Context: an optimization exercise on an open-source flow, tuned for small area. The choices shown serve that exercise and are no tape-out recipe.
The RTL was checked by simulation tests, not by an equivalence proof against the original design.
Power is estimated from default activity; no workload was simulated.

`constraint.sdc`:
```
create_clock -name core_clock -period 4.5 [get_ports {clk}]
set_input_delay 0.9000 -clock core_clock [delete_from_list [all_inputs] [get_ports {clk}]]
set_output_delay 0.9000 -clock core_clock [all_outputs]
set_load 0.01 [all_outputs]
```
`run.sh`:
```
#!/bin/bash
# synth_recipe.tcl (not shown) runs the flow's synth.tcl, then flattens the netlist and writes it again
# the make line also repeats each setting of config.mk as NAME=value (left out here)
make -C /OpenROAD-flow-scripts/flow DESIGN_CONFIG=/design/flow/config.mk WORK_HOME=/design/flow/orfs CLKGATE_MAP_FILE= SYNTH_SCRIPT=/design/flow/synth_recipe.tcl finish
```
`design.v`:
```
module Demosaic_getBayer#(
	parameter Cols = 512,	
			  Lines = 768
)
(	input wire PCLK,
	input wire RSTN,
	input wire VSYNC,
	input wire HSYNC,
	input wire [7:0] BAYERDATA,
	output wire CAL_EN,
	output wire [7:0] O_DATA  	);
reg [10:0] i;   
reg [10:0] j;   
wire rst;
reg o_vsync;
reg o_hsync;
reg [7:0] o_data;
reg cal_en;
assign CAL_EN = cal_en;
assign rst = !RSTN;
assign O_DATA = o_data;
always @(posedge PCLK or posedge rst) begin
	if(rst) begin
		o_data <= 0;
		i <= 0;
		j <= 0;
		cal_en <= 0;
	end
	else if (VSYNC && HSYNC) begin
		o_data <= BAYERDATA;
		if (j == Cols - 1 && i == 2) begin
			j <= 0;
			cal_en <= 1;
		end
		else if (j == Cols - 1) begin
			j <= 0;
			i <= i + 1;
		end
		else begin
			j <= j + 1;
		end
	end
	else if (!VSYNC) begin
		j <= 0;
		i <= 0;
		cal_en <= 0;
	end
	else begin
		o_data <= 0;
		o_hsync <= HSYNC;		
	end
end
endmodule
module Demosaic_pre_G_RB#(
	parameter Lines = 768 + 20,
			  Cols = 512 + 50 	
)
(	input wire INCLK,
	input wire RSTN,
	input wire DATA_EN,
	input wire HSYNC,
	input wire [7:0] DATA1,   
	input wire [7:0] DATA2,
	input wire [7:0] DATA3,
	input wire [7:0] DATA4,
	input wire [7:0] DATA5,
	output wire [7:0] UU,
	output wire [7:0] UPDATA,
	output wire [7:0] MID,
	output wire [7:0] DOWNDATA,
	output wire [7:0] DD,
	output wire [7:0] LEFTDATA,
	output wire [7:0] LL,
	output wire [7:0] RR,
	output wire [7:0] RIGHTDATA,
	output wire O_EN   );
wire rst;
assign rst = !RSTN;
reg [10:0] cntLine;
reg [10:0] cntCol;
reg [7:0] updata;
reg [7:0] downdata;
reg [7:0] leftdata;
reg [7:0] rightdata;
assign UPDATA = updata;
assign DOWNDATA = downdata;
assign LEFTDATA =leftdata;
assign RIGHTDATA = rightdata;
reg [7:0] uu;
reg [7:0] dd;
reg [7:0] ll;
reg [7:0] rr;
reg [7:0] uur;
reg [7:0] uurr;
reg [7:0] ddr;
reg [7:0] ddrr;
reg [7:0] ur;
reg [7:0] urr;
reg [7:0] dr;
reg [7:0] drr;
assign UU = uu;
assign DD = dd;
assign LL = ll;
assign RR = rr;
reg [7:0] mid;
assign MID = mid;
reg o_en;
reg cntDelay;
assign O_EN = o_en;
reg [1:0] state_1;
reg [1:0] state_2;
reg [1:0] state_3;
reg [1:0] state_4;
reg [1:0] state_5;
always @(posedge INCLK or posedge rst) begin
	if (rst) begin
		cntCol <= 0;
		cntLine <= 0;
	end
	else if (DATA_EN && HSYNC) begin
		if (cntCol == Cols) begin
			cntCol <= 0;
			if(cntLine == Lines) begin
				cntLine <= 0;
			end
			else begin
				cntLine <= cntLine + 1;
			end
		end	
		else begin
			cntCol <= cntCol + 1;
		end
	end
end
always @(posedge INCLK or posedge rst) begin
	if(rst) begin
		uu <= 1'd0;
		uur <= 1'd0;
		uurr <= 1'd0;
		state_1 <= 2'b0;
	end
	else if (DATA_EN && HSYNC) begin
		case (state_1)
			2'b00: begin
				if (cntCol == 0) begin
					uu <= (cntLine == 0 || cntLine == 1) ? DATA5 : DATA1;
					state_1 <= 2'b01;
				end
				else begin
					uu <= uur;
					uur <= uurr;
					uurr <= (cntLine == 0 || cntLine == 1) ? DATA5 : DATA1;
				end
			end
			2'b01: begin
				if (cntCol == 1) begin
					uur <= (cntLine == 0 || cntLine == 1) ? DATA5 : DATA1;
				end
				else begin
					uur <= uurr;
				end
				state_1 <= 2'b10;				
			end
			2'b10: begin
				uurr <= DATA1;
				state_1 <= 2'b0;				
			end
		endcase
	end
	else begin
		uu <= 0;
		uur <= 0;
		uurr <= 0;
	end
end
always @(posedge INCLK or posedge rst) begin
	if(rst) begin
		updata <= 0;
		ur <= 0;
		urr <= 0;
		state_2 <= 2'b0;
	end
	else if (DATA_EN && HSYNC) begin
		case (state_2)
			2'b00: begin
				if (cntCol == 0) begin
					updata <= (cntLine == 0) ? DATA4 : DATA2;
					state_2 <= 2'b01;
				end
				else begin
					updata <= ur;
					ur <= urr;
					urr <= (cntLine == 0) ? DATA4 : DATA2;
				end
			end
			2'b01: begin
				ur <= (cntLine == 0) ? DATA4 : DATA2;
				state_2 <= 2'b10;				
			end
			2'b10: begin
				urr <= DATA2;
				state_2 <= 2'b00;				
			end
		endcase
	end	
	else begin
		updata <= 0;
		ur <= 0;
		urr <= 0;
	end
end
always @(posedge INCLK or posedge rst) begin
	if(rst) begin
		ll <= 0;
		leftdata <= 0;
		mid <= 0;
		rightdata <= 0;
		rr <= 0;
		state_3 <= 2'b00;
		o_en <= 0;
		cntDelay <= 0;
	end
	else if (DATA_EN && HSYNC) begin
		case (state_3)
			2'b00: begin
				if (cntCol == 0) begin
					mid <= DATA3;
					state_3 <= 2'b01;
				end
				else if (cntCol == Cols) begin
					o_en <= 0;
				end
				else begin
					mid <= rightdata;
					rightdata <= rr;
					rr <= DATA3;
					leftdata <= mid;
					if (cntCol == 3) begin
						ll <= DATA3;
					end
					else begin
						ll <= leftdata;					
					end
				end
			end
			2'b01: begin
				if (cntCol == 1) begin
					leftdata <= DATA3;
					rightdata <= DATA3;
				end
				else begin
					rightdata <= rightdata;
				end
				state_3 <= 2'b10;				
			end
			2'b10: begin
				rr <= DATA3;
				if (cntCol == 2) begin
					ll <= rr;
				end
				else begin
					ll <= leftdata;
				end
				o_en <= 1;
				state_3 <= 2'b00;				
			end
		endcase
	end
	else begin
		ll <= 0;
		leftdata <= 0;
		mid <= 0;
		rightdata <= 0;
		rr <= 0;		
	end
end
always @(posedge INCLK or posedge rst) begin
	if(rst) begin
		downdata <= 0;
		dr <= 0;
		drr <= 0;
		state_4 <= 2'b00;
	end
	else if (DATA_EN && HSYNC) begin
		case (state_4)
			2'b00: begin
				if (cntCol == 0) begin
					downdata <= (cntLine == Lines - 1) ? DATA2 : DATA4;
					state_4 <= 2'b01;
				end
				else begin
					downdata <= dr;
					dr <= drr;
					drr <= DATA4;
				end
			end
			2'b01: begin
				if (cntCol == 1) begin
					dr <= (cntLine == Lines - 1) ? DATA2 : DATA4;
				end
				else begin
					dr <= drr;
				end
				state_4 <= 2'b10;				
			end
			2'b10: begin
				drr <= (cntLine == Lines - 1) ? DATA2 : DATA4;
				state_4 <= 2'b00;				
			end
		endcase
	end
	else begin
		downdata <= 0;
		dr <= 0;
		drr <= 0;
	end	
end
always @(posedge INCLK or posedge rst) begin
	if(rst) begin
		dd <= 0;
		ddr <= 0;
		ddrr <= 0;
		state_5 <= 2'b00;
	end
	else if (DATA_EN && HSYNC) begin
		case (state_5)
			2'b00: begin
				if (cntCol == 0) begin
					dd <= (cntLine == Lines - 1 || cntLine == Lines - 2) ? DATA1 : DATA5;
					state_5 <= 2'b01;
				end
				else begin
					dd <= ddr;
					ddr <= ddrr;
					ddrr <= DATA5;
				end
			end
			2'b01: begin
				ddr <= (cntLine == Lines - 1 || cntLine == Lines - 2) ? DATA1 : DATA5;
				state_5 <= 2'b10;		
			end
			2'b10: begin
				ddrr <= (cntLine == Lines - 1 || cntLine == Lines - 2) ? DATA1 : DATA5;
				state_5 <= 2'b00;				
			end
		endcase
	end
	else begin
		dd <= 0;
		ddr <= 0;
		ddrr <= 0;
	end	
end
endmodule
module Demosaic_calG_RB#(
	parameter Cols = 512,
			  Lines = 768			  
)
(	input wire INCLK,
	input wire RSTN,
	input wire IN_EN,   
	input wire [7:0] UU,
	input wire [7:0] UPDATA,
	input wire [7:0] MID,
	input wire [7:0] DOWNDATA,
	input wire [7:0] DD,
	input wire [7:0] LEFTDATA,
	input wire [7:0] LL,
	input wire [7:0] RR,
	input wire [7:0] RIGHTDATA,	
	output wire O_EN,
	output wire [23:0] O_DATA	);
wire rst;
assign rst = !RSTN;
reg [1:0] BGR;
reg [1:0] RGB1;
reg [1:0] RGB2;
reg [1:0] RGB3;
reg [1:0] RGB4;
reg is_even;
reg layer1_en;
reg layer2_en;
reg layer3_en;
reg layer4_en;
reg [10:0] cntCol;
reg [10:0] cntLine;
reg o_en;
reg [7:0] updata;
reg [7:0] downdata;
reg [7:0] leftdata;
reg [7:0] rightdata;
reg [7:0] mid;
reg [7:0] uu;
reg [7:0] dd;
reg [7:0] ll;
reg [7:0] rr;
reg [7:0] resultG;
reg [10:0] dH;
reg [10:0] dV;
reg [23:0] o_data;
assign O_DATA = o_data;
reg [7:0] tempA1;
reg [7:0] tempB1;
reg [7:0] tempC1;
reg [7:0] tempD1;
reg [7:0] tempE1;
reg [7:0] tempF1;
reg [7:0] tempG1;
reg [7:0] tempH1;
reg [7:0] tempA2;
reg [7:0] tempB2;
reg [7:0] tempC2;
reg [7:0] tempD2;
reg [7:0] tempE2;
reg [7:0] tempF2;
reg [7:0] tempG2;
reg [7:0] tempH2;
reg [7:0] tempA3;
reg [7:0] tempB3;
reg [7:0] tempC3;
reg [7:0] tempE3;
reg [7:0] tempF3;
reg [7:0] tempG3;
reg [7:0] tempH3;
reg [7:0] G_temp;
reg [7:0] G0;
reg [7:0] G1;
reg [7:0] G2;
reg [7:0] G3;
reg G_Ostatus;
reg G_Ostatus0;
reg G_Ostatus1;
reg G_Ostatus2;
reg G_Ostatus3;
assign O_EN = o_en;
parameter is_B = 2'b00,
		  is_G = 2'b01,
		  is_R = 2'b10;
always @(posedge INCLK or posedge rst) begin
	if (rst) begin
		layer1_en <= 0;
		is_even <= 0;
		BGR <= is_R;
		RGB1 <= 1;
		G_Ostatus <= 0;
		cntCol <= 0;
		cntLine <= 0;
		G_temp <= 0;
		updata <= 0;
		downdata <= 0;
		leftdata <= 0;
		rightdata <= 0;
		uu <= 0;
		dd <= 0;
		ll <= 0;
		rr <= 0;
		mid <= 0;
	end
	else if (IN_EN) begin
		uu <= UU;
		dd <= DD;
		ll <= LL;
		rr <= RR;
		mid <= MID;
		updata <= UPDATA;
		downdata <= DOWNDATA;
		leftdata <= LEFTDATA;
		rightdata <= RIGHTDATA;
		layer1_en <= 1;
		case (BGR)
			is_R: begin
				RGB1 <= 1;
				G_Ostatus <= 0;				
				BGR <= is_G;
			end
			is_B: begin
				RGB1 <= 0;
				G_Ostatus <= 0;				
				BGR <= (cntCol == Cols - 1) ? is_R : is_G;
			end
			is_G: begin
				G_temp <= mid;
				G_Ostatus <= 1;
				BGR <= is_even ? is_B : is_R;
			end
		endcase
		if (cntCol == Cols - 1) begin
			cntCol <= 0;
			if(cntLine == Lines - 1) begin
				cntLine <= 0;
				is_even <= 0;
			end
			else begin
				cntLine <= cntLine + 1;
				is_even <= 1;
			end
		end	
		else begin
			cntCol <= cntCol + 1;
		end		
	end
	else begin
		layer1_en <= 0;
	end
end
always @(posedge INCLK or posedge rst) begin
	if (rst) begin
		tempA1 <= 0;
		layer2_en <= 0;
		RGB2 <= 1;
	end
	else if (layer1_en) begin
		layer2_en <= 1;
		RGB2 <= RGB1;
		tempA1 <= abs(LEFTDATA, RIGHTDATA);
	end
	else begin
		layer2_en <= 0;	
	end
end
always @(posedge INCLK or posedge rst) begin
	if (rst) begin
		tempB1 <= 0;
	end
	else if (layer1_en) begin
		tempB1 <= abs(MID, LL);
	end
	else begin
		tempB1 <= tempB1;
	end
end	
always @(posedge INCLK or posedge rst) begin
	if (rst) begin
		tempC1 <= 0;	
	end
	else if (layer1_en) begin
		tempC1 <= abs(MID, RR);
	end
	else begin
		tempC1 <= tempC1;
	end	
end
always @(posedge INCLK or posedge rst) begin
	if (rst) begin
		tempD1 <= 0;
	end
	else if (layer1_en) begin
		tempD1 <= abs(UPDATA, DOWNDATA);
	end
	else begin
		tempD1 <= tempD1;
	end	
end
always @(posedge INCLK or posedge rst) begin
	if (rst) begin
		tempE1 <= 0;
	end
	else if (layer1_en) begin
		tempE1 <= abs(MID, UU);
	end
	else begin
		tempE1 <= tempE1;
	end	
end
always @(posedge INCLK or posedge rst) begin
	if (rst) begin
		tempF1 <= 0;
	end
	else if (layer1_en) begin
		tempF1 <= abs(MID, DD);
	end
	else begin
		tempF1 <= tempC1;
	end	
end
always @(posedge INCLK or posedge rst) begin
	if(rst) begin
		tempG1 <= 0;
	end
	else if (layer1_en) begin
		tempG1 <= UPDATA + DOWNDATA;
	end
	else begin
		tempG1 <= tempG1;
	end
end
always @(posedge INCLK or posedge rst) begin
	if(rst) begin
		tempH1 <= 0;
	end
	else if (layer1_en) begin
		tempH1 <= LEFTDATA + RIGHTDATA;
	end
	else begin
		tempH1 <= tempH1;
	end
end
always @(posedge INCLK or posedge rst) begin
	if(rst) begin
		tempB2 <= 0;
		RGB3 <= 1;
		layer3_en <= 0;
	end
	else if (layer2_en) begin
		layer3_en <= 1;
		RGB3 <= RGB2;
		tempB2 <= tempB1 + tempC1;
	end
	else begin
		layer3_en <= 0;
	end	
end	
always @(posedge INCLK or posedge rst) begin
	if(rst) begin
		tempE2 <= 0;
	end
	else if (layer2_en) begin
		tempE2 <= tempE1 + tempF1;
	end
	else begin
		tempE2 <= tempE2;
	end
end
always @(posedge INCLK or posedge rst) begin
	if(rst) begin
		tempA2 <= 0;
		tempD2 <= 0;
	end
	else if (layer2_en) begin
		tempA2 <= tempA1;
		tempD2 <= tempD1;
	end
	else begin
		tempA2 <= tempA2;
	end
end
always @(posedge INCLK or posedge rst) begin
	if(rst) begin
		tempG2 <= 0;
		tempH2 <= 0;
	end
	else if (layer2_en) begin
		tempH2 <= tempH1 >> 1;
		tempG2 <= tempG1 >> 1;
	end
	else begin
		tempG2 <= tempG2;
	end
end
always @(posedge INCLK or posedge rst) begin
	if(rst) begin
		dH <= 0;
		dV <= 0;
		RGB4 <= 1;
		layer4_en <= 0;
	end
	else if (layer3_en) begin
		dH <= tempA2 + tempB2;
		dV <= tempD2 + tempE2;
		RGB4 <= RGB3;
		layer4_en <= 1;
	end
	else begin
		layer4_en <= 0;
	end
end
always @(posedge INCLK or posedge rst) begin
	if(rst) begin
		tempG3 <= 0;
		tempH3 <= 0;
	end
	else if (layer3_en) begin
		tempG3 <= tempG2;
		tempH3 <= tempH2;
	end
	else begin
		tempG3 <= tempG3;
	end
end
always @(posedge INCLK or posedge rst) begin
	if(rst) begin
		tempB3 <= 0;
		tempE3 <= 0;
	end
	else if (layer3_en) begin
		tempB3 <= tempB2 >> 2;
		tempE3 <= tempE2 >> 2;
	end
	else begin
		tempB3 <= tempB3;
	end
end 
always @(posedge INCLK or posedge rst) begin
	if(rst) begin
		resultG <= 0;
		o_en <= 0;
	end
	else if (layer4_en) begin
		o_en <= 1;
		if (dH > dV) begin
			resultG <= tempE3 + tempH3;
		end
		else begin
			resultG <= tempB3 + tempG3;
		end
	end
	else begin
		o_en <= 0;
	end
end
always @(posedge INCLK or posedge rst) begin
	if(rst) begin
		G0 <= 0;
		G1 <= 0;
		G2 <= 0;
		G3 <= 0;	
		G_Ostatus0 <= 0;
		G_Ostatus1 <= 0;
		G_Ostatus2 <= 0;
		G_Ostatus3 <= 0;		
	end
	else begin
		G0 <= G_temp;
		G1 <= G0;
		G2 <= G1;
		G3 <= G2;
		G_Ostatus0 <= G_Ostatus;
		G_Ostatus1 <= G_Ostatus0;
		G_Ostatus2 <= G_Ostatus1;
		G_Ostatus3 <= G_Ostatus2;
	end
end
always @(posedge INCLK or posedge rst) begin
	if (rst) begin
		o_data <= 24'b000000000000000000000000;
	end
	else if (RGB4 == 1 && o_en) begin
		o_data [23:16] <= 8'b00000000;
		o_data [15:8] <= resultG;
		o_data [7:0] <= G3;
	end
	else if (G_Ostatus3 == 1) begin
		o_data [23:16] <= 8'b00000000;
		o_data [15:8] <= G3;
		o_data [7:0] <= 8'b00000000;
	end
	else if (RGB4 == 0 && o_en) begin
		o_data [23:16] <= G3;
		o_data [15:8] <= resultG;
		o_data [7:0] <= 8'b00000000;
	end	
	else begin
		o_data <= 0;
	end
end
function [7:0] abs;
input [7:0] a;
input [7:0] b;
reg [7:0] dout;
begin
	if (a > b) begin
		dout = a-b;
	end
	else begin
		dout = b-a;
	end
	abs = dout;
end
endfunction
endmodule
module demosaic_g_rb_top (
	input  wire        clk,
	input  wire        rstn,
	input  wire        vsync,
	input  wire        hsync,
	input  wire [7:0]  bayer_data,
	output wire [7:0]  lb_wdata,
	input  wire [7:0]  lb_tap1,
	input  wire [7:0]  lb_tap2,
	input  wire [7:0]  lb_tap3,
	input  wire [7:0]  lb_tap4,
	input  wire [7:0]  lb_tap5,
	output wire        o_en,
	output wire [23:0] o_data
);
wire cal_en;
wire [7:0] uu, updata, mid, downdata, dd, leftdata, ll, rr, rightdata;
wire pre_en;
Demosaic_getBayer #(.Cols(512), .Lines(768)) getBayer (
	.PCLK(clk),
	.RSTN(rstn),
	.VSYNC(vsync),
	.HSYNC(hsync),
	.BAYERDATA(bayer_data),
	.CAL_EN(cal_en),
	.O_DATA(lb_wdata)
);
Demosaic_pre_G_RB #(.Lines(788), .Cols(532)) pre (
	.INCLK(clk),
	.RSTN(rstn),
	.DATA_EN(cal_en),
	.HSYNC(hsync),
	.DATA1(lb_tap1),
	.DATA2(lb_tap2),
	.DATA3(lb_tap3),
	.DATA4(lb_tap4),
	.DATA5(lb_tap5),
	.UU(uu),
	.UPDATA(updata),
	.MID(mid),
	.DOWNDATA(downdata),
	.DD(dd),
	.LEFTDATA(leftdata),
	.LL(ll),
	.RR(rr),
	.RIGHTDATA(rightdata),
	.O_EN(pre_en)
);
Demosaic_calG_RB #(.Cols(512), .Lines(768)) calG (
	.INCLK(clk),
	.RSTN(rstn),
	.IN_EN(pre_en),
	.UU(uu),
	.UPDATA(updata),
	.MID(mid),
	.DOWNDATA(downdata),
	.DD(dd),
	.LEFTDATA(leftdata),
	.LL(ll),
	.RR(rr),
	.RIGHTDATA(rightdata),
	.O_EN(o_en),
	.O_DATA(o_data)
);
endmodule
```
`config.mk`:
```
export PLATFORM = sky130hd
export DESIGN_NAME = demosaic_g_rb_top
export DESIGN_NICKNAME = demosaic_g_rb_top
export VERILOG_FILES = /design/flow/design.v
export SDC_FILE = /design/flow/constraint.sdc
export NUM_CORES = 4
export LEC_CHECK = 0
export CAP_MARGIN = 20
export CORE_MARGIN = 2
export CORE_UTILIZATION = 40
export PLACE_DENSITY = 0.6
export SLEW_MARGIN = 20
```
==> impl_summary.txt <==
----------------------------------------------------
[Floorplan]
  Area of the core ... roughly 66000 µm²
  Starting density of the core ... approximately 40%
  Horizontal extent of the die ... 260.8 µm
  Placement row count ... between 90 and 100
  Die Y-Extent ... 260.8 µm
  Die area ... approximately 70000 µm²
  Top-level port count ... 85

[Pwr]
  Worst supply voltage drop on vdd ... 0.2723 mV
  Total power divided by cell area ... 305.1 nW/µm²
  Leak ... between 10 and 15 nW

[Routing]
  DRT Wirelength ... 65200 µm
  Count of nets left with antenna violations after detail routing ... 0
  Average wire per standard cell ... 17.84 µm
  Number of vias after detailed routing ... 19910
  Mean number of vias per cell ... 5.448
  Initial DRC Count ... 1395
  Detailed Routing Iterations Pass 1 ... 5
  Remaining design rule violation count ... 0

[Placed design]
  Port-buffer cells ... 84
  Post-detailed-placement half-perimeter wirelength ... about 48000 µm
  Weighted congestion reported at the end of routability-driven placement ... 0.8690
  Dpl cell area ... 28180 µm²

[Hold path]
  Tightest Hold Check Type ... flop to flop
  Min-Delay Path Depth ... 0
  Hold path start ... calG.G0[4]
  End of the worst hold path ... calG.G1[4]

[Critical path]
  CP top delay family ... compound AO/OA/AOI/OAI gates
  R2r startpoint ... pre.rr[5]
  Startpoint type of the worst setup path ... flop
  Slack of the worst reg-to-reg path ... 1.39 ns
  Type of the setup path with the least slack ... flop to flop
  Critical path endpoint category ... flop
  Number of cells on the worst reg-to-reg path ... 8
  Buffer and inverter count on the worst path ... 1
  Arrival time of data at the critical path endpoint ... between 3 and 4 ns
  Highest fanout seen on the critical path ... 8
  Peak per-stage delay on the critical path ... 0.48 ns
  R2r endpoint ... calG.tempC1[6]
  Cell chain of the critical path ... inv_1, ha_1, a211oi_1, o21ai_0, o21ai_2, mux2_2, or4_1, nand3_1
  Cell with the largest stage delay on the worst path ... sky130_fd_sc_hd__dfrtp_1
  Crit path required time ... roughly 5.0 ns

[Timing]
  Share of the cycle needed by the critical path after routing ... 69.17%
  Hold violation count in the final report ... 0
  Final Critical Period ... ~3.1 ns
  Number of pins with negative max-slew slack in the final report ... 0
  Clk_skew ... 0.02327 ns
  Setup TNS ... 0 ns
  RSZ-0062 raised after global routing ... false
  Number of failing setup endpoints in the final timing report ... 0
  Top achievable clock speed ... between 300 and 400 MHz
  Worst Tran Pin Value ... 1.050 ns
  Normalized max-slew margin ... 29.61%

[Clock tree]
  Clock latency on the worst-skew pair ... 0.62 ns
  Root Driver ... sky130_fd_sc_hd__clkbuf_16
  H-tree Lvls ... 2
  Number of buffers created by CTS ... 54
  Hold buffers post-CTS ... 0
  CTS-repair resized insts ... 0
  CTS clk-pin slew, worst paths ... 0.06 ns
  Number of post-CTS setup repair buffers ... 0
  Max clock buf depth ... 3
  Clk sink count ... 471
  CTS tree ... done

[Synthesis]
  Prevailing post-synth register cell ... sky130_fd_sc_hd__dfrtp_1
  Top-area cell type share of the netlist area ... about 44%
  Commonest cells post-synth ... sky130_fd_sc_hd__dfrtp_1 (466), sky130_fd_sc_hd__o21ai_0 (263), sky130_fd_sc_hd__nand2_1 (243), sky130_fd_sc_hd__nor2_1 (199), sky130_fd_sc_hd__ha_1 (188)
  Largest cells by area after synthesis ... sky130_fd_sc_hd__dfrtp_1 (44%), sky130_fd_sc_hd__ha_1 (8.9%), sky130_fd_sc_hd__o21ai_0 (5.0%)
  Net count after synthesis ... 2941
  Cell taking the most area after synthesis ... sky130_fd_sc_hd__dfrtp_1
  Count of flip-flops with a built-in enable after synthesis ... 0
  Number of warnings printed during yosys synthesis ... 3
  Total standard cell area after synthesis ... 26370 µm²
  FFs w/ async S/R, synth ... 100.0%
  Mapped Avg Cell Area ... 9.836 µm²
  Number of distinct library cells after synthesis ... 84
  Proportion of synthesized chip area in sequential cells ... 44.72%
  Most common cell in the netlist ... sky130_fd_sc_hd__dfrtp_1
  Gate count after technology mapping ... ~2700
  Synth Register Bits ... 471

[Final layout]
  Post-route cell area ... 30120 µm²
  Antenna Diode Count ... 0
  Final core utilization ... 45.97%
  Layout area overhead ... 14.20%
  # nets final ... 3008
  Fillcell total ... 6033
  Fraction of final layout cells sized beyond drive strength 1 ... 9.244%

[Flow run]
  Max Cap Viol ... 0

[Global route]
  Total gr overflow ... 0
  Antenna violations before repair ... 1
  Pin count of the biggest net entering global routing ... 103
  Total routing usage reported by global routing ... 19.48%
  Via count of the first global-routing pass ... between 15000 and 20000
  Global-route wire length before repair ... 107600 µm

[Status]
  Run status ... timing/DRC/antenna clean

----------------------------------------------------
==> worst reg2reg max path: cells and delay by family (launching register included) <==
family	cells	cell delay (ns)
compound gates	3	1.08
simple gates	2	0.56
flops	1	0.48
mux	1	0.42
fa+ha+maj	1	0.40
buf+inv	1	0.09
==> flip-flops by register name, indices dropped and copies added (netlist names), 9 cells and up <==
| register | flops |
|---|---|
| calG.cntCol | 11 |
| calG.cntLine | 11 |
| calG.dH | 9 |
| calG.dV | 9 |
| calG.o_data | 24 |
| getBayer.i | 11 |
| getBayer.j | 11 |
| pre.cntCol | 11 |
| pre.cntLine | 11 |
==> through the flow <==
| stage | setup WS, ns | std cells | hold WS [ns] | power [W] |
|---|---|---|---|---|
| after floorplan | 1.759 | 2681 | 0.3312 | 0.004378 |
| after global placement | 1.125 | 3556 | 0.3314 | 0.004566 |
| after detailed placement | 1.002 | 3556 | 0.3347 | 0.004570 |
| after CTS | 1.424 | 3655 | 0.3471 | 0.009318 |
| after global routing | 1.261 | 3655 | 0.3553 | 0.009512 |
| final | 1.387 | 3655 | 0.3434 | 0.009188 |
==> kinds of logic (layout without fill, tap and decap cells) <==
logic type / after synthesis / count (layout) / share of synthesized area, %
AOI/OAI and AO/OA: 665 / 665 / 15.46
buffers and inverters: 260 / 370 / 3.819
DFF: 471 / 471 / 44.72
muxes: 190 / 190 / 7.691
adders and majority gates: 208 / 208 / 10.44
and+or+nand+nor: 808 / 808 / 15.25
xor gates and xnor gates: 79 / 79 / 2.624
==> layout make-up <==
cell class / count / area, µm² / area share, %
well taps: 864 / 1081 / 3.589
clock inverters: 17 / 271.5 / 0.9015
repair buffers: 115 / 1141 / 3.789
inverters: 156 / 585.6 / 1.944
flip-flops and latches: 471 / 11800 / 39.17
clock buffers: 82 / 1660 / 5.513
multi-input cells: 1950 / 13580 / 45.10
==> metal layers <==
layer	track usage (%)	routed length, µm	vias up
li1	-	-	9614
met1	28.16	31650	9717
met2	30.45	29200	475
met3	2.933	2909	104
met4	5.143	1423	2
met5	0	14	-
==> power by group <==
part | internal, W | switching (W) | total (W)
Clock | 0.00293 | 0.00177 | 0.00470
Sequential | 0.00425 | 0.00000751 | 0.00425
Combinational | 0.0000808 | 0.000154 | 0.000235
Total | 0.00726 | 0.00193 | 0.00919
==> cells in the final DEF, fill, tap and decap left out, types with 55 or more instances in the layout <==
cell	synthesis	final
sky130_fd_sc_hd__inv_1	156	156
sky130_fd_sc_hd__o21ai_0	263	263
sky130_fd_sc_hd__nand2_1	243	242
sky130_fd_sc_hd__or3_1	55	55
sky130_fd_sc_hd__ha_1	188	187
sky130_fd_sc_hd__dfrtp_1	466	463
sky130_fd_sc_hd__clkbuf_16	0	57
sky130_fd_sc_hd__mux2i_1	89	89
sky130_fd_sc_hd__clkdlybuf4s50_1	0	83
sky130_fd_sc_hd__mux2_2	101	101
sky130_fd_sc_hd__nor2_1	199	199
sky130_fd_sc_hd__a21oi_1	169	169
==> worst max-delay path by stage <==
stage          startpoint  cells past startpoint  slack [ns]             end
2_1_floorplan  pre.mid[1]                      8        1.76  calG.tempF1[3]
3_3_place_gp        vsync                      8        1.13   getBayer.i[8]
3_5_place_dp        vsync                      8        1.00   getBayer.i[8]
4_1_cts         pre.rr[5]                      8        1.42  calG.tempC1[6]
5_1_grt         pre.rr[5]                      8        1.26  calG.tempC1[6]
6_report        pre.rr[5]                      8        1.39  calG.tempC1[6]

[separate check: timing with driven ports]
Ports are ideal in the flow. The routed layout listed here was re-timed in OpenROAD. Step 1 sets driving cells, clkbuf_16 on the clock port and buf_2 on the other inputs (assumed; they add their load-dependent delay and slew). Step 2 moves the port delays by t, midway between the first and last clock arrival at a register: inputs arrive t later, outputs are due t later. That takes back most of the time a late clock gives input paths. a / b / c = ideal / step 1 / step 2; a / b = the first two.
shift t [ns]: 0.667
slack for setup (ns): 1.387 / 1.387 / 0.935
clock arrival spread, ns: 0.025 / 0.025
After both steps setup and hold are still met in this run. For this run, drivers alone change the setup slack by 0.000 ns; drivers and shift together by -0.452 ns.
